Source: an optimization exercise on an open RTL-to-GDS flow (aim: small area and a short achievable clock period). Production flows keep margins and buffers that such runs may drop.
The RTL was checked by simulation tests, not by an equivalence proof against the original design.

## flow/design.v (module list and top-level ports; edited modules follow where they fit)
// module Chevychev_highpass: 1362 lines
// module iir_fa: 4 lines
// module iir_ha: 4 lines
module Chevychev_highpass (
    data_in, data_out, clk, rst
);
  // ...
==> flow/flow/run.sh <==
#!/bin/bash
# The standard layout (standard.sh), with three changes to how it is made:
#  - port buffers are buf_4 instead of the default (a slow delay buffer),
#  - timing repair aims for 7 ns of setup slack (the design runs well below
#    the 16 ns clock, so the default repair would never act),
#  - clock tree: clkbuf_8 buffers, sinks clustered by 20 within 60 um, no
#    dummy loads.
# The full make output goes to standard_sh.log; ORFS keeps per-step logs in orfs/logs.
set -euo pipefail
bash standard.sh \
  "BUFFER_PORTS_ARGS=-buffer_cell sky130_fd_sc_hd__buf_4" \
  SETUP_SLACK_MARGIN=7.5 \
  "CTS_ARGS=-sink_clustering_enable -repair_clock_nets -dont_use_dummy_load -sink_clustering_size 20 -sink_clustering_max_diameter 60 -buf_list sky130_fd_sc_hd__clkbuf_8" \
  finish > standard_sh.log 2>&1
==> flow/standard.sh <==
#!/bin/bash
# synth_recipe.tcl (not shown) runs the flow's synth.tcl, then flattens the netlist and writes it again
# the make line also repeats each setting of config.mk as NAME=value (left out here)
make -C /OpenROAD-flow-scripts/flow DESIGN_CONFIG=/design/flow/config.mk WORK_HOME=/design/flow/orfs CLKGATE_MAP_FILE= SYNTH_SCRIPT=/design/flow/synth_recipe.tcl "${@:-finish}"
==> flow/config.mk <==
export PLATFORM = sky130hd
export DESIGN_NAME = Chevychev_highpass
export DESIGN_NICKNAME = Chevychev_highpass
export VERILOG_FILES = /design/flow/design.v
export SDC_FILE = /design/flow/constraint.sdc
export NUM_CORES = 4
export LEC_CHECK = 0
export CAP_MARGIN = 20
export CORE_MARGIN = 2
export CORE_UTILIZATION = 40
export SLEW_MARGIN = 20
export SYNTH_HIERARCHICAL = 1
export SYNTH_MINIMUM_KEEP_SIZE = 0
==> flow/constraint.sdc <==
create_clock -name core_clock -period 16.0 [get_ports {clk}]
set_input_delay 3.2000 -clock core_clock [delete_from_list [all_inputs] [get_ports {clk}]]
set_output_delay 3.2000 -clock core_clock [all_outputs]
set_load 0.01 [all_outputs]
==> summary.txt, run 1 <==
Placed design
  • Placed Area: 0.0160 mm^2

GRT
  • Aggregate global-route resource usage: 18.0%

Run status
  • Status: no timing/DRC/antenna violations

Logic synthesis
  • Synth Area in Compound Gates: 2.11%
  • Largest family of logic cells by synthesized area: adder cells
  • Adder-Cell Fraction of Synth Area: 61.6%
  • Netlist cell types: 32
  • XOR/XNOR share of the synthesized area: 2.92%
  • Total number of yosys warnings: 7

Worst setup path
  • Worst R2R Path Depth: 23
  • Worst endpoint data arrival time: 5.25 ns

Flow run
  • Max-cap violations: 0

Floorplan
  • Die Footprint: 0.0396 mm^2
  • I/O pins: 28
  • Core area: 0.0376 mm^2

CTS
  • Post-CTS Hold Fix Bufs: 0
  • Postcts setup bufs: 1
  • CTS HTree Levels: 4
  • CTS tree: done

Cells and area
  • Final core occ: 43.7%
  • Register area: 0.00354 mm^2
  • Commonest non-fill, non-tap cell in the layout: fa_1
  • Count of multi-input combinational gates: 833

Timing
  • Clock Skew: 0.0171 ns

Route
  • Post-route ant nets: 0
  • Vias per cell: 4.72
  • Vias: 7817
==> run 2, diff against run 1 <==
--- a/flow/flow/run.sh
+++ b/flow/flow/run.sh
@@ -10,5 +10,5 @@
 bash standard.sh \
   "BUFFER_PORTS_ARGS=-buffer_cell sky130_fd_sc_hd__buf_4" \
-  SETUP_SLACK_MARGIN=7.5 \
+  SETUP_SLACK_MARGIN=8 \
   "CTS_ARGS=-sink_clustering_enable -repair_clock_nets -dont_use_dummy_load -sink_clustering_size 20 -sink_clustering_max_diameter 60 -buf_list sky130_fd_sc_hd__clkbuf_8" \
   finish > standard_sh.log 2>&1
==> summary.txt, run 2 <==
Logic synthesis
  • Avg Synthesized Cell Area: 13.6 um^2 (unchanged)
  • Post-synthesis cell area: 0.0152 mm^2 (unchanged)
  • Register area share after synthesis: 23.3% (unchanged)
  • Seq cells post-synth: 177 (unchanged)
  • Count leader, synth: fa_1 (unchanged)
  • Synth Area in Compound Gates: 2.11% (unchanged)
  • Adder-Cell Fraction of Synth Area: 61.6% (unchanged)
  • Total number of yosys warnings: 7 (unchanged)
  • EDFF count, synth: 0 (unchanged)
  • Synth Instances: 1115 (unchanged)
  • Ys async rst share: 0% (unchanged)
  • Post-synth top area cell: fa_1 (unchanged)
  • Synth cell count leaders: 378 x fa_1, 177 x dfxtp_1, 144 x ha_1 (unchanged)
  • Top cell type's share of synthesized area: 49.8% (unchanged)
  • Largest family of logic cells by synthesized area: adder cells (unchanged)
  • Top post-synthesis cells by area: fa_1 50%, dfxtp_1 23%, ha_1 12% (unchanged)
  • Area fraction in and, or, nand and nor cells after synthesis: 6.81% (unchanged)
  • XOR/XNOR share of the synthesized area: 2.92% (unchanged)
  • Top FF cell, synth: dfxtp_1 (unchanged)
  • Mux cell area share after synthesis: 0% (unchanged)
  • Netlist cell types: 32 (unchanged)

Worst setup path
  • Reg2reg end: R5[17]$_SDFF_PP0_ (unchanged)
  • Setup crit end: data_out[11] (was data_out[15])
  • CP startpoint: data_in[1] (unchanged)
  • CP most frequent cell: ha_4 (unchanged)
  • Critical Path RT: 12.80 ns (about the same)
  • Critical path fanouts, max: 2 (was 6)
  • Worst r2r src: YN[2]$_SDFF_PP1_ (was YN[0]$_SDFF_PP1_)
  • CP peak stage delay: 0.26 ns (was 0.28 ns)
  • Critical path launch point type: primary input (unchanged)
  • Worst endpoint data arrival time: 5.30 ns (was 5.25 ns)
  • Worst R2R Path Depth: 22 (was 23)
  • CP delay by family, top: compound AO/OA/AOI/OAI gates (unchanged)
  • Slowest CP cell: o211ai_1 (was or2_4)
  • Crit Path Class: primary input to primary output (unchanged)
  • WP buf/inv: 3 (was 2)
  • CP endpoint kind: primary output (unchanged)
  • WP depth: 13 (was 12)
  • Worst reg-to-reg setup slack: 8.29 ns (was 7.75 ns)
  • Cell Chain, Critical Path: buf_12 -> ha_4 -> ha_4 -> o211ai_1 -> a21oi_1 -> or2_4 -> buf_6 -> a21o_1 -> a21o_1 -> ha_4 -> nor2_4 -> xnor2_2 -> buf_4 (was buf_6 -> ha_4 -> ha_4 -> o211ai_1 -> a21oi_2 -> or2_4 -> a31oi_4 -> o31ai_2 -> ha_2 -> nor2_4 -> xnor2_2 -> buf_4)

GRT
  • Met1 usage: 25.1% (was 24.9%)
  • Remaining global-route overflow: 0 (unchanged)
  • Vias in the first global route: 9214 (was 9228)
  • Aggregate global-route resource usage: 18.1% (was 18.0%)
  • Antenna violations before repair: 0 (unchanged)
  • Met3 Usage GRT: 4.00% (was 3.53%)
  • First-pass GRT wire length: 52500 um (was 52100 um)
  • Largest net degree at the start of global routing: 107 (was 102)
  • GR Layer Usage met2: 29.6% (was 29.5%)
  • Most Crowded Layer GR: met2 (unchanged)

Route
  • Routed wire length per instance: 18.6 um (was 18.7 um)
  • Vias per cell: 4.67 (was 4.72)
  • Drc violations: 0 (unchanged)
  • Drt first pass iters: 4 (unchanged)
  • Post-route ant nets: 0 (unchanged)
  • Vias: 7846 (was 7817)
  • DRT iter0 DRCs: 243 (was 273)
  • Detailed-route wire length: 31200 um (was 30900 um)

Timing
  • Fmax: 118 MHz (about the same)
  • Pins Over Slew Limit: 0 (unchanged)
  • Relative slew slack: 27.7% (was 31.2%)
  • Final setup viols: 0 (unchanged)
  • Slew @ Worst Pin: 1.08 ns (was 1.03 ns)
  • Setup TNS: 0 ns (unchanged)
  • RSZ-0062 raised after global routing: true (unchanged)
  • Final Cycle Share: 53.1% (was 52.8%)
  • Clock Skew: 0.0223 ns (was 0.0171 ns)
  • Hold Fails Final Rpt: 0 (unchanged)
  • Min cycle time layout: 8.50 ns (was 8.45 ns)

Floorplan
  • Die Wd: 199 um (unchanged)
  • Core area: 0.0376 mm^2 (unchanged)
  • Row cnt: 71 (unchanged)
  • Die H: 199 um (unchanged)
  • Initial core utilization: 40.5% (unchanged)
  • I/O pins: 28 (unchanged)
  • Die Footprint: 0.0396 mm^2 (unchanged)

CTS
  • Maximum buffer depth of the clock tree: 2 (unchanged)
  • Root buf cell: clkbuf_8 (unchanged)
  • Reg clk slew, reported paths: 0.08 ns (about the same)
  • Clock Latency Late Sink: 0.49 ns (about the same)
  • CTS Sinks: 177 (unchanged)
  • CTS Buf Count: 17 (unchanged)
  • CTS tree: done (unchanged)
  • CTS HTree Levels: 4 (unchanged)

Cells and area
  • Layout cells sized above 1: 12.0% (was 8.22%)
  • Final core occ: 44.9% (was 43.7%)
  • Commonest non-fill, non-tap cell in the layout: fa_1 (unchanged)
  • Most frequent cells in the layout: 374 x fa_1, 174 x dfxtp_1, 126 x ha_1 (was 378 x fa_1, 176 x dfxtp_1, 134 x ha_1)
  • ANT cells: 0 (unchanged)
  • Layout Nets: 1703 (was 1678)
  • Area Overhead vs Synth: 10.9% (was 8.01%)

Placed design
  • Hpwl dp: 25500 um (was 25600 um)
  • Final Wtd Congestion: 0.819 (was 0.848)
  • Port bufs: 27 (unchanged)

Worst hold path
  • Hold/Removal Path Class: flop to flop (unchanged)

Flow run
  • Max-cap violations: 0 (unchanged)

Run status
  • Status: no timing/DRC/antenna violations (unchanged)
==> run 2: cell types whose count changed in the layout (fill, tap and decap cells not counted), sizes merged <==
cell / before / now
buf: 43 / 68
clkinvlp: 0 / 1
inv: 74 / 73
==> run 2: worst min-delay path by stage <==
stage	startpoint	end	slack, ns	depth (start not counted)
2_1_floorplan	RS[17]$_SDFF_PP0_	YN[17]$_SDFF_PP1_	0.45	2
3_3_place_gp	R6[0]$_SDFF_PP0_	R5[0]$_SDFF_PP0_	0.50	2
3_5_place_dp	R6[0]$_SDFF_PP0_	R5[0]$_SDFF_PP0_	0.49	2
4_1_cts	R6[0]$_SDFF_PP0_	R5[0]$_SDFF_PP0_	0.51	2
5_1_grt	R3[0]$_SDFF_PP0_	RS[0]$_SDFF_PP0_	0.54	2
6_report	R6[0]$_SDFF_PP0_	R5[0]$_SDFF_PP0_	0.50	2
==> run 2: stage by stage <==
step / setup slack (ns) / instance area, um^2 / cells / hold slack [ns]
2_1_floorplan: 7.87 / 15300 / 1121 / 0.454
3_3_place_gp: 7.40 / 16100 / 1637 / 0.498
3_5_place_dp: 7.38 / 16100 / 1637 / 0.495
4_1_cts: 7.49 / 16600 / 1664 / 0.507
5_1_grt: 7.42 / 16900 / 1680 / 0.544
6_report: 7.50 / 16900 / 1680 / 0.505
==> run 2: area by class of cell <==
| cell class | instances | area (um^2) |
|---|---|---|
| clock buffer | 17 | 234 |
| sequential | 177 | 3550 |
| fill | 3451 | 20700 |
| inverter | 74 | 282 |
| tap | 511 | 639 |
| multi-input combinational | 833 | 11600 |
| timing repair buffer | 68 | 573 |
==> run 2: logic make-up after synthesis <==
group / count (synthesis)
buf+inv: 111
compound gates: 49
simple gates: 206
xor+xnor: 49
other cells: 1
flops: 177
fa+ha+maj: 522
==> run 2: timing repair <==
item                       CTS  global route
setup endpoints to repair   17            16
pin swaps                   24            22
buffers inserted            10            16
hold buffers                 0             0
resized for setup           42            25
cloned                       0             0
==> run 2: per-module statistics from Yosys (local to each module, per instance) <==
module              copies in the design  area (um^2)  cells inside  flip-flops and latches
Chevychev_highpass                     1         6060           611                     177
iir_fa                               378         20.0             1                       0
iir_ha                               126         12.5             1                       0
==> run 2: routing by layer <==
metal	routed length, um	vias up
met5	0	-
met4	291	0
met3	1170	16
met2	15700	83
met1	14100	4178
li1	-	3569
==> run 2: worst min-delay path, stage by stage, from the launching register on <==
cell and delay [ns]:
dfxtp_1 0.32, ha_1 0.12, nor2_1 0.04
==> run 3, diff against run 2 <==
--- a/flow/flow/run.sh
+++ b/flow/flow/run.sh
@@ -10,5 +10,5 @@
 bash standard.sh \
   "BUFFER_PORTS_ARGS=-buffer_cell sky130_fd_sc_hd__buf_4" \
-  SETUP_SLACK_MARGIN=8 \
+  SETUP_SLACK_MARGIN=7.5 \
   "CTS_ARGS=-sink_clustering_enable -repair_clock_nets -dont_use_dummy_load -sink_clustering_size 20 -sink_clustering_max_diameter 60 -buf_list sky130_fd_sc_hd__clkbuf_8" \
   finish > standard_sh.log 2>&1
--- a/flow/config.mk
+++ b/flow/config.mk
@@ -8,5 +8,5 @@
 export CAP_MARGIN = 20
 export CORE_MARGIN = 2
-export CORE_UTILIZATION = 40
+export CORE_UTILIZATION = 60
 export SLEW_MARGIN = 20
 export SYNTH_HIERARCHICAL = 1
==> summary.txt, run 3 <==
Worst setup path
  • CP peak stage delay: 0.29 ns (was 0.26 ns)
  • CP startpoint: data_in[1] (unchanged)
  • Critical path launch point type: primary input (unchanged)
  • Worst reg-to-reg setup slack: 7.75 ns (was 8.29 ns)
  • CP endpoint kind: primary output (unchanged)
  • Reg2reg end: R5[17]$_SDFF_PP0_ (unchanged)
  • Worst endpoint data arrival time: 5.26 ns (was 5.30 ns)
  • Critical path fanouts, max: 4 (was 2)
  • Worst R2R Path Depth: 23 (was 22)
  • Worst r2r src: YN[0]$_SDFF_PP1_ (was YN[2]$_SDFF_PP1_)
  • Critical Path RT: 12.80 ns (about the same)
  • Cell Chain, Critical Path: buf_12 -> ha_4 -> ha_4 -> o211ai_1 -> a21oi_2 -> or2_4 -> a31oi_4 -> o31ai_2 -> ha_2 -> nor2_4 -> xnor2_2 -> buf_4 (was buf_12 -> ha_4 -> ha_4 -> o211ai_1 -> a21oi_1 -> or2_4 -> buf_6 -> a21o_1 -> a21o_1 -> ha_4 -> nor2_4 -> xnor2_2 -> buf_4)
  • Slowest CP cell: or2_4 (was o211ai_1)
  • CP most frequent cell: ha_4 (unchanged)
  • Crit Path Class: primary input to primary output (unchanged)

Timing
  • Final Cycle Share: 52.9% (was 53.1%)
  • Setup TNS: 0 ns (unchanged)
  • Hold Fails Final Rpt: 0 (unchanged)
  • RSZ-0062 raised after global routing: true (unchanged)
  • Fmax: 118 MHz (about the same)
  • Relative slew slack: 34.8% (was 27.7%)
  • Slew @ Worst Pin: 0.978 ns (was 1.08 ns)
  • Setup WS post-layout: 7.54 ns (was 7.50 ns)
  • Min cycle time layout: 8.46 ns (was 8.50 ns)
  • Final setup viols: 0 (unchanged)
  • Final hold slack: 0.497 ns (was 0.505 ns)
  • Clock Skew: 0.0434 ns (was 0.0223 ns)
  • Pins Over Slew Limit: 0 (unchanged)

Cells and area
  • Multi-input combinational cell area: 0.0114 mm^2 (was 0.0116 mm^2)
  • Most frequent cells in the layout: 378 x fa_1, 176 x dfxtp_1, 134 x ha_1 (was 374 x fa_1, 174 x dfxtp_1, 126 x ha_1)
  • Filler cell count: 1943 (was 3451)
  • Fin cells: 1479 (was 1680)
  • ANT cells: 0 (unchanged)
  • Commonest non-fill, non-tap cell in the layout: fa_1 (unchanged)
  • Area Overhead vs Synth: 6.58% (was 10.9%)
  • Layout cells sized above 1: 8.36% (was 12.0%)
  • Layout Nets: 1683 (was 1703)
  • Register area: 0.00354 mm^2 (was 0.00355 mm^2)

Route
  • Vias: 7824 (was 7846)
  • Vias per cell: 5.29 (was 4.67)
  • Detailed-route wire length: 30800 um (was 31200 um)
  • Routed wire length per instance: 20.9 um (was 18.6 um)
  • Drt first pass iters: 4 (unchanged)
  • DRT iter0 DRCs: 383 (was 243)
  • Drc violations: 0 (unchanged)
  • Post-route ant nets: 0 (unchanged)

CTS
  • Reg clk slew, reported paths: 0.11 ns (was 0.08 ns)
  • CTS Buf Count: 17 (unchanged)
  • Root buf cell: clkbuf_8 (unchanged)
  • Clock Latency Late Sink: 0.47 ns (was 0.49 ns)
  • CTS Sinks: 177 (unchanged)
  • Maximum buffer depth of the clock tree: 2 (unchanged)
  • CTS tree: done (unchanged)
  • CTS HTree Levels: 4 (unchanged)

Logic synthesis
  • EDFF count, synth: 0 (unchanged)
  • Top FF cell, synth: dfxtp_1 (unchanged)
  • Top cell type's share of synthesized area: 49.8% (unchanged)
  • Total number of yosys warnings: 7 (unchanged)
  • Count leader, synth: fa_1 (unchanged)
  • Post-synthesis cell area: 0.0152 mm^2 (unchanged)
  • Synth Instances: 1115 (unchanged)
  • Register area share after synthesis: 23.3% (unchanged)
  • Netlist cell types: 32 (unchanged)
  • Synth cell count leaders: 378 x fa_1, 177 x dfxtp_1, 144 x ha_1 (unchanged)
  • Avg Synthesized Cell Area: 13.6 um^2 (unchanged)
  • Post-synth top area cell: fa_1 (unchanged)
  • Top post-synthesis cells by area: fa_1 50%, dfxtp_1 23%, ha_1 12% (unchanged)
  • Ys async rst share: 0% (unchanged)
  • Seq cells post-synth: 177 (unchanged)

GRT
  • First-pass GRT wire length: 51900 um (was 52500 um)
  • Vias in the first global route: 9235 (was 9214)
  • Aggregate global-route resource usage: 26.9% (was 18.1%)
  • Remaining global-route overflow: 0 (unchanged)
  • Antenna violations before repair: 0 (unchanged)
  • Largest net degree at the start of global routing: 100 (was 107)

Placed design
  • Dpl ws: 7.25 ns (was 7.38 ns)
  • Hpwl dp: 25200 um (was 25500 um)
  • Port bufs: 27 (unchanged)
  • Final Wtd Congestion: 0.807 (was 0.819)
  • Inst Count DP: 1455 (was 1637)

Flow run
  • Max-cap violations: 0 (unchanged)

Worst hold path
  • Hold EP: R4[0]$_SDFF_PP1_ (was R5[0]$_SDFF_PP0_)
  • Hold/Removal Path Class: flop to flop (unchanged)
  • Worst Hold Depth: 2 (unchanged)
  • Hold Crit Start: R5[0]$_SDFF_PP0_ (was R6[0]$_SDFF_PP0_)

Floorplan
  • Die Footprint: 0.0266 mm^2 (was 0.0396 mm^2)
  • Die H: 163 um (was 199 um)
  • Row cnt: 58 (was 71)
  • Core area: 0.0250 mm^2 (was 0.0376 mm^2)
  • Initial core utilization: 60.7% (was 40.5%)
  • Die Wd: 163 um (was 199 um)
  • I/O pins: 28 (unchanged)

Run status
  • Status: no timing/DRC/antenna violations (unchanged)
## run 3: changes by cell type in the layout (fill, tap and decap cells not counted), sizes merged
cell / previous run / this run
clkinvlp: 1 / 0
buf: 68 / 48
inv: 73 / 74
## run 3: worst max-delay path, delay by kind of cell
family          cells  cell delay [ns]
compound gates      4             0.69
fa+ha+maj           3             0.58
simple gates        2             0.39
buf+inv             2             0.26
xor+xnor            1             0.13
## run 3: per-module statistics from Yosys, one instance, submodules excluded
| module | flops+latches | cell area (um^2) |
|---|---|---|
| iir_fa | 0 | 20.0 |
| Chevychev_highpass | 177 | 6060 |
| iir_ha | 0 | 12.5 |
## run 3: area by class of cell
type | instances | area share [%]
multi-input combinational | 833 | 70.1
tap | 330 | 2.55
clock buffer | 17 | 1.44
inverter | 74 | 1.71
sequential | 177 | 21.9
timing repair buffer | 48 | 2.32
## run 3: cell families after synthesis
logic type | count (synthesis) | share of synthesized area [%]
and+or+nand+nor | 206 | 6.81
buffers and inverters | 111 | 3.19
other | 1 | 0.0247
adders and majority gates | 522 | 61.6
DFF | 177 | 23.3
AOI/OAI and AO/OA | 49 | 2.11
xor gates and xnor gates | 49 | 2.92
## run 3: routing by layer
metal	wire [um]	track usage [%]
met5	0	0
met4	611	6.23
met1	13000	37.3
met3	1080	4.55
met2	16200	45.1
## run 3: worst max path at each step
stage              endpoint  slack (ns)
2_1_floorplan  data_out[11]        7.63
3_3_place_gp   data_out[17]        7.28
3_5_place_dp   data_out[17]        7.25
4_1_cts        data_out[17]        7.50
5_1_grt        data_out[15]        7.44
6_report       data_out[15]        7.54
## run 3: what timing repair did
| item | 4_1_cts | 5_1_grt |
|---|---|---|
| pin swaps | 8 | 18 |
| hold buffers | 0 | 0 |
| setup endpoints to repair | 6 | 5 |
| gates resized for setup | 11 | 21 |
| buffers inserted | 5 | 2 |
## run 3: through the flow
stage | instance area, um^2 | util, %
6_report | 16200 | 64.7
5_1_grt | 16200 | 64.7
4_1_cts | 16100 | 64.3
3_5_place_dp | 15700 | 62.9
3_3_place_gp | 15700 | 62.9
2_1_floorplan | 15200 | -
==> run 4, diff against run 3 <==
--- a/flow/config.mk
+++ b/flow/config.mk
@@ -8,5 +8,6 @@
 export CAP_MARGIN = 20
 export CORE_MARGIN = 2
-export CORE_UTILIZATION = 60
+export CORE_UTILIZATION = 70
+export PLACE_DENSITY = 0.75
 export SLEW_MARGIN = 20
 export SYNTH_HIERARCHICAL = 1
==> summary.txt, run 4 <==
GRT
  • Largest net degree at the start of global routing: 106 (was 100)
  • Vias in the first global route: 9311 (was 9235)
  • Aggregate global-route resource usage: 30.2% (was 26.9%)
  • First-pass GRT wire length: 49700 um (was 51900 um)
  • Antenna violations before repair: 0 (unchanged)
  • Remaining global-route overflow: 0 (unchanged)

Timing
  • Relative slew slack: 32.8% (was 34.8%)
  • Setup TNS: 0 ns (unchanged)
  • Hold Fails Final Rpt: 0 (unchanged)
  • Pins Over Slew Limit: 0 (unchanged)
  • RSZ-0062 raised after global routing: true (unchanged)
  • Final setup viols: 0 (unchanged)
  • Final Cycle Share: 53.0% (was 52.9%)
  • Fmax: 118 MHz (about the same)
  • Slew @ Worst Pin: 1.01 ns (was 0.978 ns)
  • Min cycle time layout: 8.48 ns (was 8.46 ns)
  • Clock Skew: 0.0360 ns (was 0.0434 ns)

Floorplan
  • Die H: 151 um (was 163 um)
  • I/O pins: 28 (unchanged)
  • Row cnt: 53 (was 58)
  • Die Wd: 151 um (was 163 um)
  • Initial core utilization: 71.9% (was 60.7%)
  • Die Footprint: 0.0229 mm^2 (was 0.0266 mm^2)
  • Core area: 0.0212 mm^2 (was 0.0250 mm^2)

Logic synthesis
  • Avg Synthesized Cell Area: 13.6 um^2 (unchanged)
  • Top cell type's share of synthesized area: 49.8% (unchanged)
  • Top post-synthesis cells by area: fa_1 50%, dfxtp_1 23%, ha_1 12% (unchanged)
  • Top FF cell, synth: dfxtp_1 (unchanged)
  • Largest family of logic cells by synthesized area: adder cells (unchanged)
  • Total number of yosys warnings: 7 (unchanged)
  • XOR/XNOR share of the synthesized area: 2.92% (unchanged)
  • Post-synth top area cell: fa_1 (unchanged)
  • Synth cell count leaders: 378 x fa_1, 177 x dfxtp_1, 144 x ha_1 (unchanged)
  • Register area share after synthesis: 23.3% (unchanged)
  • Ys async rst share: 0% (unchanged)
  • Synth Area in Compound Gates: 2.11% (unchanged)
  • Post-synthesis cell area: 0.0152 mm^2 (unchanged)
  • Area fraction in and, or, nand and nor cells after synthesis: 6.81% (unchanged)
  • Count leader, synth: fa_1 (unchanged)
  • Netlist cell types: 32 (unchanged)
  • EDFF count, synth: 0 (unchanged)
  • Adder-Cell Fraction of Synth Area: 61.6% (unchanged)
  • Mux cell area share after synthesis: 0% (unchanged)
  • Synth Instances: 1115 (unchanged)
  • Seq cells post-synth: 177 (unchanged)

Cells and area
  • ANT cells: 0 (unchanged)
  • Area Overhead vs Synth: 6.19% (was 6.58%)
  • Layout cells sized above 1: 8.51% (was 8.36%)
  • Commonest non-fill, non-tap cell in the layout: fa_1 (unchanged)
  • Design Area, Final: 0.0161 mm^2 (was 0.0162 mm^2)
  • Filler cell count: 1353 (was 1943)
  • Layout Nets: 1685 (was 1683)
  • Most frequent cells in the layout: 378 x fa_1, 176 x dfxtp_1, 134 x ha_1 (unchanged)

Placed design
  • Placed Area: 0.0157 mm^2 (about the same)
  • Final Wtd Congestion: 0.865 (was 0.807)
  • Hpwl dp: 24300 um (was 25200 um)
  • Port bufs: 27 (unchanged)

CTS
  • Clock Latency Late Sink: 0.49 ns (was 0.47 ns)
  • Root buf cell: clkbuf_8 (unchanged)
  • CTS Buf Count: 17 (unchanged)
  • CTS Sinks: 177 (unchanged)
  • CTS HTree Levels: 4 (unchanged)
  • Maximum buffer depth of the clock tree: 2 (unchanged)
  • Reg clk slew, reported paths: 0.11 ns (about the same)
  • CTS tree: done (unchanged)

Worst hold path
  • Hold/Removal Path Class: flop to flop (unchanged)
  • Hold EP: RS[0]$_SDFF_PP0_ (was R4[0]$_SDFF_PP1_)
  • Worst Hold Depth: 2 (unchanged)
  • Hold Crit Start: R3[0]$_SDFF_PP0_ (was R5[0]$_SDFF_PP0_)

Worst setup path
  • Worst endpoint data arrival time: 5.28 ns (was 5.26 ns)
  • Worst R2R Path Depth: 23 (unchanged)
  • Critical path fanouts, max: 5 (was 4)
  • Critical Path RT: 12.80 ns (about the same)
  • Reg2reg end: R5[17]$_SDFF_PP0_ (unchanged)
  • CP endpoint kind: primary output (unchanged)
  • Critical path launch point type: primary input (unchanged)
  • Worst r2r src: YN[0]$_SDFF_PP1_ (unchanged)
  • Crit Path Class: primary input to primary output (unchanged)
  • Worst reg-to-reg setup slack: 7.86 ns (was 7.75 ns)

Route
  • DRT iter0 DRCs: 240 (was 383)
  • Post-route ant nets: 0 (unchanged)
  • Routed wire length per instance: 21.0 um (was 20.9 um)
  • Drc violations: 0 (unchanged)
  • Vias per cell: 5.60 (was 5.29)
  • Drt first pass iters: 6 (was 4)
  • Detailed-route wire length: 29900 um (was 30800 um)
  • Vias: 7983 (was 7824)

Run status
  • Status: no timing/DRC/antenna violations (unchanged)

Flow run
  • Max-cap violations: 0 (unchanged)
[run 4: cell families after synthesis]
group           after synthesis
buf+inv                     111
flops                       177
xor+xnor                     49
other cells                   1
compound gates               49
fa+ha+maj                   522
simple gates                206
[run 4: Yosys stat by module, one instance, submodules excluded]
module / times used / flops+latches
iir_fa: 378 / 0
Chevychev_highpass: 1 / 177
iir_ha: 126 / 0
[run 4: final cells by class]
class / instances / area [um^2] / share of cell area [%]
multi-input cells: 833 / 11300 / 70.3
inverters: 74 / 278 / 1.72
clock buffers: 17 / 234 / 1.45
flip-flops and latches: 177 / 3540 / 22.0
repair buffers: 50 / 400 / 2.48
well taps: 275 / 344 / 2.13
[run 4: worst max-delay path by stage]
stage | startpoint | end | depth (start not counted)
2_1_floorplan | data_in[0] | data_out[11] | 11
3_3_place_gp | data_in[0] | data_out[17] | 11
3_5_place_dp | data_in[0] | data_out[17] | 11
4_1_cts | data_in[0] | data_out[11] | 12
5_1_grt | data_in[1] | data_out[13] | 12
6_report | data_in[1] | data_out[13] | 12
[run 4: routing by layer]
layer  global-route usage (%)  vias to the layer above  part of all wire [%]
met3                     5.24                       49                   3.1
li1                         -                     3538                     -
met1                     40.4                     4272                    41
met5                        0                        -                     0
met4                     9.91                        0                   3.4
met2                     50.9                      124                    52
[run 4: per-stage QoR]
| step | hold WS [ns] | worst slack (ns) | util [%] | instances |
|---|---|---|---|---|
| after floorplan | 0.454 | 7.63 | - | 1121 |
| after global placement | 0.479 | 7.28 | 74.0 | 1399 |
| after detailed placement | 0.481 | 7.24 | 74.0 | 1399 |
| after CTS | 0.499 | 7.50 | 75.7 | 1422 |
| after global routing | 0.521 | 7.41 | 76.3 | 1426 |
| final | 0.497 | 7.52 | 76.3 | 1426 |
[run 4: repair_timing]
item / in CTS / in global routing
pin swaps: 13 / 16
buffers inserted: 6 / 4
hold buffers: 0 / 0
setup endpoints to repair: 6 / 5
gates resized for setup: 11 / 21
[run 4: critical path, stage by stage]
cell and delay [ns]:
buf_12 0.11, ha_4 0.21, ha_4 0.15, o211ai_1 0.26, a21oi_2 0.09, or2_4 0.28
a31oi_4 0.24, nor2_1 0.08, ha_2 0.19, nor2_2 0.12, xnor2_1 0.16, buf_4 0.16
==> run 5, diff against run 4 <==
--- a/flow/flow/run.sh
+++ b/flow/flow/run.sh
@@ -10,5 +10,5 @@
 bash standard.sh \
   "BUFFER_PORTS_ARGS=-buffer_cell sky130_fd_sc_hd__buf_4" \
-  SETUP_SLACK_MARGIN=7.5 \
+  SETUP_SLACK_MARGIN=7 \
   "CTS_ARGS=-sink_clustering_enable -repair_clock_nets -dont_use_dummy_load -sink_clustering_size 20 -sink_clustering_max_diameter 60 -buf_list sky130_fd_sc_hd__clkbuf_8" \
   finish > standard_sh.log 2>&1
--- a/flow/config.mk
+++ b/flow/config.mk
@@ -8,6 +8,5 @@
 export CAP_MARGIN = 20
 export CORE_MARGIN = 2
-export CORE_UTILIZATION = 70
-export PLACE_DENSITY = 0.75
+export CORE_UTILIZATION = 40
 export SLEW_MARGIN = 20
 export SYNTH_HIERARCHICAL = 1
==> summary.txt, run 5 <==
Run status
  • Status: no timing/DRC/antenna violations (unchanged)

Logic synthesis
  • XOR/XNOR share of the synthesized area: 2.92% (unchanged)
  • Netlist cell types: 32 (unchanged)
  • Synth Area in Compound Gates: 2.11% (unchanged)
  • Top cell type's share of synthesized area: 49.8% (unchanged)
  • Count leader, synth: fa_1 (unchanged)
  • Synth cell count leaders: 378 x fa_1, 177 x dfxtp_1, 144 x ha_1 (unchanged)
  • Top FF cell, synth: dfxtp_1 (unchanged)
  • Post-synth top area cell: fa_1 (unchanged)
  • Register area share after synthesis: 23.3% (unchanged)
  • Synth Instances: 1115 (unchanged)
  • Total number of yosys warnings: 7 (unchanged)
  • Adder-Cell Fraction of Synth Area: 61.6% (unchanged)
  • Seq cells post-synth: 177 (unchanged)
  • Post-synthesis cell area: 0.0152 mm^2 (unchanged)
  • EDFF count, synth: 0 (unchanged)
  • Largest family of logic cells by synthesized area: adder cells (unchanged)
  • Mux cell area share after synthesis: 0% (unchanged)
  • Avg Synthesized Cell Area: 13.6 um^2 (unchanged)
  • Ys async rst share: 0% (unchanged)
  • Top post-synthesis cells by area: fa_1 50%, dfxtp_1 23%, ha_1 12% (unchanged)
  • Area fraction in and, or, nand and nor cells after synthesis: 6.81% (unchanged)

GRT
  • Met3 Usage GRT: 3.53% (was 5.24%)
  • Met1 usage: 24.9% (was 40.4%)
  • Most Crowded Layer GR: met2 (unchanged)
  • First-pass GRT wire length: 52000 um (was 49700 um)
  • Aggregate global-route resource usage: 17.9% (was 30.2%)
  • Remaining global-route overflow: 0 (unchanged)
  • GR Layer Usage met2: 29.4% (was 50.9%)
  • Antenna violations before repair: 0 (unchanged)
  • Largest net degree at the start of global routing: 102 (was 106)
  • Vias in the first global route: 9199 (was 9311)

Worst setup path
  • CP endpoint kind: primary output (unchanged)
  • Crit Path Class: primary input to primary output (unchanged)
  • Critical Path RT: 12.80 ns (about the same)
  • Worst R2R Path Depth: 22 (was 23)
  • Worst endpoint data arrival time: 5.63 ns (was 5.28 ns)
  • Critical path fanouts, max: 6 (was 5)
  • Critical path launch point type: primary input (unchanged)

Cells and area
  • ANT cells: 0 (unchanged)
  • Design Area, Final: 0.0162 mm^2 (was 0.0161 mm^2)
  • Most frequent cells in the layout: 378 x fa_1, 177 x dfxtp_1, 144 x ha_1 (was 378 x fa_1, 176 x dfxtp_1, 134 x ha_1)
  • Filler cell count: 3558 (was 1353)
  • Register area: 0.00354 mm^2 (about the same)
  • Commonest non-fill, non-tap cell in the layout: fa_1 (unchanged)
  • Area Overhead vs Synth: 6.65% (was 6.19%)
  • Layout Nets: 1676 (was 1685)
  • Layout cells sized above 1: 5.95% (was 8.51%)
  • Final core occ: 43.1% (was 76.3%)
  • Multi-input combinational cell area: 0.0112 mm^2 (was 0.0113 mm^2)

Placed design
  • Port bufs: 27 (unchanged)
  • Final Wtd Congestion: 0.848 (was 0.865)
  • Hpwl dp: 25600 um (was 24300 um)
  • Placed Area: 0.0160 mm^2 (was 0.0157 mm^2)

CTS
  • CTS tree: done (unchanged)
  • Postcts setup bufs: 0 (was 6)
  • Post_cts resized: 1 (was 11)
  • Root buf cell: clkbuf_8 (unchanged)
  • CTS Buf Count: 17 (unchanged)
  • Clock Latency Late Sink: 0.49 ns (about the same)
  • CTS HTree Levels: 4 (unchanged)
  • Post-CTS Hold Fix Bufs: 0 (unchanged)
  • CTS Sinks: 177 (unchanged)
  • Reg clk slew, reported paths: 0.08 ns (was 0.11 ns)
  • Maximum buffer depth of the clock tree: 2 (unchanged)

Route
  • Drt first pass iters: 6 (unchanged)
  • Vias: 7795 (was 7983)
  • Post-route ant nets: 0 (unchanged)
  • Drc violations: 0 (unchanged)
  • Vias per cell: 4.72 (was 5.60)
  • Detailed-route wire length: 30600 um (was 29900 um)
  • Routed wire length per instance: 18.5 um (was 21.0 um)
  • DRT iter0 DRCs: 272 (was 240)

Floorplan
  • Row cnt: 71 (was 53)
  • Die H: 199 um (was 151 um)
  • Initial core utilization: 40.5% (was 71.9%)
  • Core area: 0.0376 mm^2 (was 0.0212 mm^2)
  • I/O pins: 28 (unchanged)
  • Die Wd: 199 um (was 151 um)
  • Die Footprint: 0.0396 mm^2 (was 0.0229 mm^2)

Timing
  • Hold Fails Final Rpt: 0 (unchanged)
  • Min cycle time layout: 8.83 ns (was 8.48 ns)
  • RSZ-0062 raised after global routing: false (was true)
  • Final hold slack: 0.503 ns (was 0.497 ns)
  • Relative slew slack: 31.5% (was 32.8%)
  • Final setup viols: 0 (unchanged)
  • Clock Skew: 0.0168 ns (was 0.0360 ns)
  • Pins Over Slew Limit: 0 (unchanged)
  • Slew @ Worst Pin: 1.03 ns (was 1.01 ns)
  • Fmax: 113 MHz (was 118 MHz)
  • Setup TNS: 0 ns (unchanged)
  • Final Cycle Share: 55.2% (was 53.0%)

Worst hold path
  • Hold/Removal Path Class: flop to flop (unchanged)
  • Worst Hold Depth: 2 (unchanged)

Flow run
  • Max-cap violations: 0 (unchanged)
run 5: changes by cell type in the layout (fill, tap and decap cells not counted), moves of 2 or more:
cell | before | now
buf_4 | 48 | 41
nor2_2 | 2 | 0
ha_2 | 5 | 0
nor2_1 | 90 | 93
ha_1 | 134 | 144
ha_4 | 5 | 0
buf_12 | 2 | 0
a21oi_1 | 13 | 17
a21oi_2 | 4 | 0
run 5: logic make-up (layout without fill, tap and decap cells):
logic type / count (synthesis) / after routing
buffers and inverters: 111 / 132
and+or+nand+nor: 206 / 206
xor gates and xnor gates: 49 / 49
other: 1 / 7
AOI/OAI and AO/OA: 49 / 49
DFF: 177 / 177
adders and majority gates: 522 / 522
run 5: final cells by class:
cell class                      instances  share of cell area (%)
Inverter                               74                    1.71
Sequential cell                       177                    21.9
Clock buffer                           17                    1.44
Tap cell                              511                    3.94
Timing Repair Buffer                   41                    1.90
Multi-Input combinational cell        833                    69.1
run 5: worst max-delay path, cell delays in order:
cell and delay (ns):
buf_4 0.15, ha_1 0.28, ha_1 0.38, nand4_1 0.11, a21oi_1 0.14, or2_4 0.17
a31oi_4 0.12, o41ai_2 0.42, ha_1 0.27, xor2_2 0.22, buf_4 0.16
run 5: worst paths after layout:
kind / slack (ns) / to / startpoint
max: 7.17 / data_out[17] / data_in[0]
min: 0.50 / R6[0]$_SDFF_PP0_ / R7[0]$_SDFF_PP0_
max reg2reg: 7.66 / R5[17]$_SDFF_PP0_ / YN[2]$_SDFF_PP1_
min reg2reg: 0.50 / R6[0]$_SDFF_PP0_ / R7[0]$_SDFF_PP0_
run 5: metal layers:
metal / part of all wire, % / wire length, um / vias to the layer above
met2: 50 / 15400 / 92
met5: 0 / 0 / -
met1: 45 / 13800 / 4161
met4: 1.2 / 356 / 0
met3: 3.8 / 1150 / 21
li1: - / - / 3521
run 5: Yosys stat by module (local to each module, per instance):
module	copies in the design	area, um^2	flops+latches
Chevychev_highpass	1	6060	177
iir_fa	378	20.0	0
iir_ha	126	12.5	0
run 5: stage by stage:
step,std cells,setup WS [ns]
after floorplan,1121,7.63
after global placement,1636,7.05
after detailed placement,1636,6.99
after CTS,1653,7.08
after global routing,1653,7.02
final,1653,7.17
==> run 6, diff against run 5 <==
--- a/flow/flow/run.sh
+++ b/flow/flow/run.sh
@@ -10,5 +10,5 @@
 bash standard.sh \
   "BUFFER_PORTS_ARGS=-buffer_cell sky130_fd_sc_hd__buf_4" \
-  SETUP_SLACK_MARGIN=7 \
-  "CTS_ARGS=-sink_clustering_enable -repair_clock_nets -dont_use_dummy_load -sink_clustering_size 20 -sink_clustering_max_diameter 60 -buf_list sky130_fd_sc_hd__clkbuf_8" \
+  SETUP_SLACK_MARGIN=7.5 \
+  "CTS_ARGS=-sink_clustering_enable -repair_clock_nets -dont_use_dummy_load -sink_clustering_size 30 -sink_clustering_max_diameter 100 -buf_list sky130_fd_sc_hd__clkbuf_8" \
   finish > standard_sh.log 2>&1
==> summary.txt, run 6 <==
Floorplan
  • Die Wd: 199 um (unchanged)
  • Die H: 199 um (unchanged)
  • Core area: 0.0376 mm^2 (unchanged)
  • Row cnt: 71 (unchanged)
  • Initial core utilization: 40.5% (unchanged)
  • I/O pins: 28 (unchanged)
  • Die Footprint: 0.0396 mm^2 (unchanged)

Worst setup path
  • CP startpoint: data_in[1] (was data_in[0])
  • Slowest CP cell: or2_4 (was o41ai_2)
  • CP delay by family, top: compound AO/OA/AOI/OAI gates (was adder cells)
  • Worst reg-to-reg setup slack: 7.75 ns (was 7.66 ns)
  • Critical path fanouts, max: 6 (unchanged)
  • Setup crit end: data_out[15] (was data_out[17])
  • CP most frequent cell: ha_4 (was ha_1)
  • WP depth: 12 (was 11)
  • Critical Path RT: 12.80 ns (about the same)
  • Cell Chain, Critical Path: buf_6 -> ha_4 -> ha_4 -> o211ai_1 -> a21oi_2 -> or2_4 -> a31oi_4 -> o31ai_2 -> ha_2 -> nor2_4 -> xnor2_2 -> buf_4 (was buf_4 -> ha_1 -> ha_1 -> nand4_1 -> a21oi_1 -> or2_4 -> a31oi_4 -> o41ai_2 -> ha_1 -> xor2_2 -> buf_4)
  • WP buf/inv: 2 (unchanged)
  • CP endpoint kind: primary output (unchanged)
  • Reg2reg end: R5[17]$_SDFF_PP0_ (unchanged)
  • Worst r2r src: YN[0]$_SDFF_PP1_ (was YN[2]$_SDFF_PP1_)
  • CP peak stage delay: 0.28 ns (was 0.42 ns)
  • Critical path launch point type: primary input (unchanged)
  • Crit Path Class: primary input to primary output (unchanged)
  • Worst R2R Path Depth: 23 (was 22)
  • Worst endpoint data arrival time: 5.25 ns (was 5.63 ns)

Cells and area
  • Most frequent cells in the layout: 378 x fa_1, 176 x dfxtp_1, 134 x ha_1 (was 378 x fa_1, 177 x dfxtp_1, 144 x ha_1)
  • Commonest non-fill, non-tap cell in the layout: fa_1 (unchanged)
  • Fin cells: 1655 (was 1653)
  • Register area: 0.00354 mm^2 (about the same)
  • Layout cells sized above 1: 8.22% (was 5.95%)
  • Filler cell count: 3546 (was 3558)
  • Multi-input combinational cell area: 0.0114 mm^2 (was 0.0112 mm^2)
  • Layout Nets: 1678 (was 1676)
  • Area Overhead vs Synth: 8.01% (was 6.65%)
  • ANT cells: 0 (unchanged)
  • Design Area, Final: 0.0164 mm^2 (was 0.0162 mm^2)

Timing
  • Min cycle time layout: 8.45 ns (was 8.83 ns)
  • Clock Skew: 0.0171 ns (was 0.0168 ns)
  • Hold Fails Final Rpt: 0 (unchanged)
  • Setup TNS: 0 ns (unchanged)
  • Relative slew slack: 31.2% (was 31.5%)
  • Final Cycle Share: 52.8% (was 55.2%)
  • Fmax: 118 MHz (was 113 MHz)
  • Final setup viols: 0 (unchanged)
  • RSZ-0062 raised after global routing: true (was false)
  • Slew @ Worst Pin: 1.03 ns (about the same)
  • Setup WS post-layout: 7.55 ns (was 7.17 ns)
  • Pins Over Slew Limit: 0 (unchanged)

Logic synthesis
  • Top cell type's share of synthesized area: 49.8% (unchanged)
  • Seq cells post-synth: 177 (unchanged)
  • Total number of yosys warnings: 7 (unchanged)
  • Ys async rst share: 0% (unchanged)
  • Synth cell count leaders: 378 x fa_1, 177 x dfxtp_1, 144 x ha_1 (unchanged)
  • Top post-synthesis cells by area: fa_1 50%, dfxtp_1 23%, ha_1 12% (unchanged)
  • Avg Synthesized Cell Area: 13.6 um^2 (unchanged)
  • Top FF cell, synth: dfxtp_1 (unchanged)
  • Count leader, synth: fa_1 (unchanged)
  • Post-synth top area cell: fa_1 (unchanged)
  • EDFF count, synth: 0 (unchanged)
  • Register area share after synthesis: 23.3% (unchanged)
  • Synth Instances: 1115 (unchanged)
  • Post-synthesis cell area: 0.0152 mm^2 (unchanged)
  • Netlist cell types: 32 (unchanged)

Route
  • Vias per cell: 4.72 (about the same)
  • Detailed-route wire length: 30900 um (was 30600 um)
  • DRT iter0 DRCs: 273 (was 272)
  • Met1 wire length: 13900 um (was 13800 um)
  • Vias: 7817 (was 7795)
  • Metal2 WL: 15600 um (was 15400 um)
  • Detail Route met3 WL: 1070 um (was 1150 um)
  • Post-route ant nets: 0 (unchanged)
  • Drc violations: 0 (unchanged)
  • Routed wire length per instance: 18.7 um (was 18.5 um)
  • Top sig layer: met4 (unchanged)
  • Drt first pass iters: 4 (was 6)

Placed design
  • Port bufs: 27 (unchanged)
  • Final Wtd Congestion: 0.848 (unchanged)
  • Hpwl dp: 25600 um (unchanged)
  • Inst Count DP: 1636 (unchanged)
  • Dpl ws: 6.99 ns (unchanged)
  • Placed Area: 0.0160 mm^2 (unchanged)

CTS
  • CTS tree: done (unchanged)
  • Maximum buffer depth of the clock tree: 2 (unchanged)
  • CTS HTree Levels: 4 (unchanged)
  • Root buf cell: clkbuf_8 (unchanged)
  • Clock Latency Late Sink: 0.49 ns (about the same)
  • CTS Sinks: 177 (unchanged)
  • CTS Buf Count: 17 (unchanged)
  • Reg clk slew, reported paths: 0.08 ns (about the same)

GRT
  • Remaining global-route overflow: 0 (unchanged)
  • Antenna violations before repair: 0 (unchanged)
  • First-pass GRT wire length: 52100 um (was 52000 um)
  • Largest net degree at the start of global routing: 102 (unchanged)
  • Aggregate global-route resource usage: 18.0% (was 17.9%)
  • Vias in the first global route: 9228 (was 9199)

Worst hold path
  • Hold/Removal Path Class: flop to flop (unchanged)

Run status
  • Status: no timing/DRC/antenna violations (unchanged)

Flow run
  • Max-cap violations: 0 (unchanged)
==> run 6: cell counts after synthesis <==
Identical to the previous run, type by type.
==> run 6: cell families after synthesis <==
| logic type | count (synthesis) | synth area share (%) |
|---|---|---|
| buf+inv | 111 | 3.19 |
| other cells | 1 | 0.0247 |
| compound gates | 49 | 2.11 |
| flops | 177 | 23.3 |
| xor+xnor | 49 | 2.92 |
| fa+ha+maj | 522 | 61.6 |
| simple gates | 206 | 6.81 |
==> run 6: what timing repair did <==
item / 4_1_cts / 5_1_grt
resized for setup: 17 / 21
buffers inserted: 1 / 1
pin swaps: 11 / 13
endpoints found under the setup margin: 7 / 5
hold buffers: 0 / 0
==> run 6: worst register-to-register path, delay by kind of cell, from the launching register on <==
kind                     cells  cell delay [ns]
adder cells (fa/ha/maj)     17             6.85
XOR/XNOR                     4             0.68
flip-flops                   1             0.31
buffers and inverters        1             0.21
AND/OR/NAND/NOR              1             0.05
==> run 6: routing by layer <==
layer	vias to the layer above	global-route usage (%)
li1	3524	-
met1	4197	24.9
met2	75	29.5
met3	21	3.53
met4	0	3.76
met5	-	0
==> run 6: worst min path at each step <==
stage | start | slack, ns | end | cells past startpoint
finish | R7[0]$_SDFF_PP0_ | 0.50 | R6[0]$_SDFF_PP0_ | 2
global route | R7[0]$_SDFF_PP0_ | 0.52 | R6[0]$_SDFF_PP0_ | 2
CTS | R7[0]$_SDFF_PP0_ | 0.51 | R6[0]$_SDFF_PP0_ | 2
detailed placement | R7[0]$_SDFF_PP0_ | 0.50 | R6[0]$_SDFF_PP0_ | 2
global placement | R7[0]$_SDFF_PP0_ | 0.49 | R6[0]$_SDFF_PP0_ | 2
floorplan | RS[17]$_SDFF_PP0_ | 0.45 | YN[17]$_SDFF_PP1_ | 2
==> run 6: final cells by class <==
class	count	share of cell area, %
Sequential cell	177	21.6
Tap cell	511	3.89
Clock buffer	17	1.42
Timing Repair Buffer	43	2.09
Multi-Input combinational cell	833	69.3
Inverter	74	1.69
==> run 6: through the flow <==
stage / util (%) / hold WS, ns
floorplan: - / 0.454
global placement: 42.5 / 0.492
detailed placement: 42.5 / 0.497
CTS: 43.4 / 0.506
global route: 43.7 / 0.523
finish: 43.7 / 0.502
==> run 6: modules after synthesis, one instance, submodules excluded <==
| module | copies in the design | flops+latches | cells | area [um^2] |
|---|---|---|---|---|
| Chevychev_highpass | 1 | 177 | 611 | 6060 |
| iir_fa | 378 | 0 | 1 | 20.0 |
| iir_ha | 126 | 0 | 1 | 12.5 |

[re-timing with driven ports]
The results above use ideal ports. As a check the final layouts listed here were re-extracted and re-timed, cells and wires unchanged. Step 1: set_driving_cell puts a clkbuf_16 on clk and a buf_2 on each other input, an assumption about the parent block. Step 2 moves the port delays by t, midway between the first and last clock arrival at a register: inputs arrive t later, outputs are due t later. That takes back most of the time a late clock gives input paths. a / b / c = no drivers / after step 1 / after step 2; a / b = the first two.
| run | shift t [ns] | slack for setup (ns) | worst data-port slew with drivers (ns) | cell pins on the clock port's net |
|---|---|---|---|---|
| run 1 | 0.534 | 7.551 / 7.520 / 7.520 | 0.06 | 1 |
| run 2 | 0.532 | 7.500 / 7.451 / 7.451 | 0.07 | 1 |
| run 3 | 0.498 | 7.543 / 7.498 / 7.498 | 0.06 | 1 |
| run 4 | 0.518 | 7.523 / 7.476 / 7.476 | 0.06 | 1 |
| run 5 | 0.530 | 7.169 / 7.148 / 7.148 | 0.03 | 1 |
| run 6 | 0.534 | 7.551 / 7.520 / 7.520 | 0.06 | 1 |
After both steps setup and hold are still met in every run listed. For run 2, which loses most, drivers alone change the setup slack by -0.049 ns; drivers and shift together by -0.049 ns.
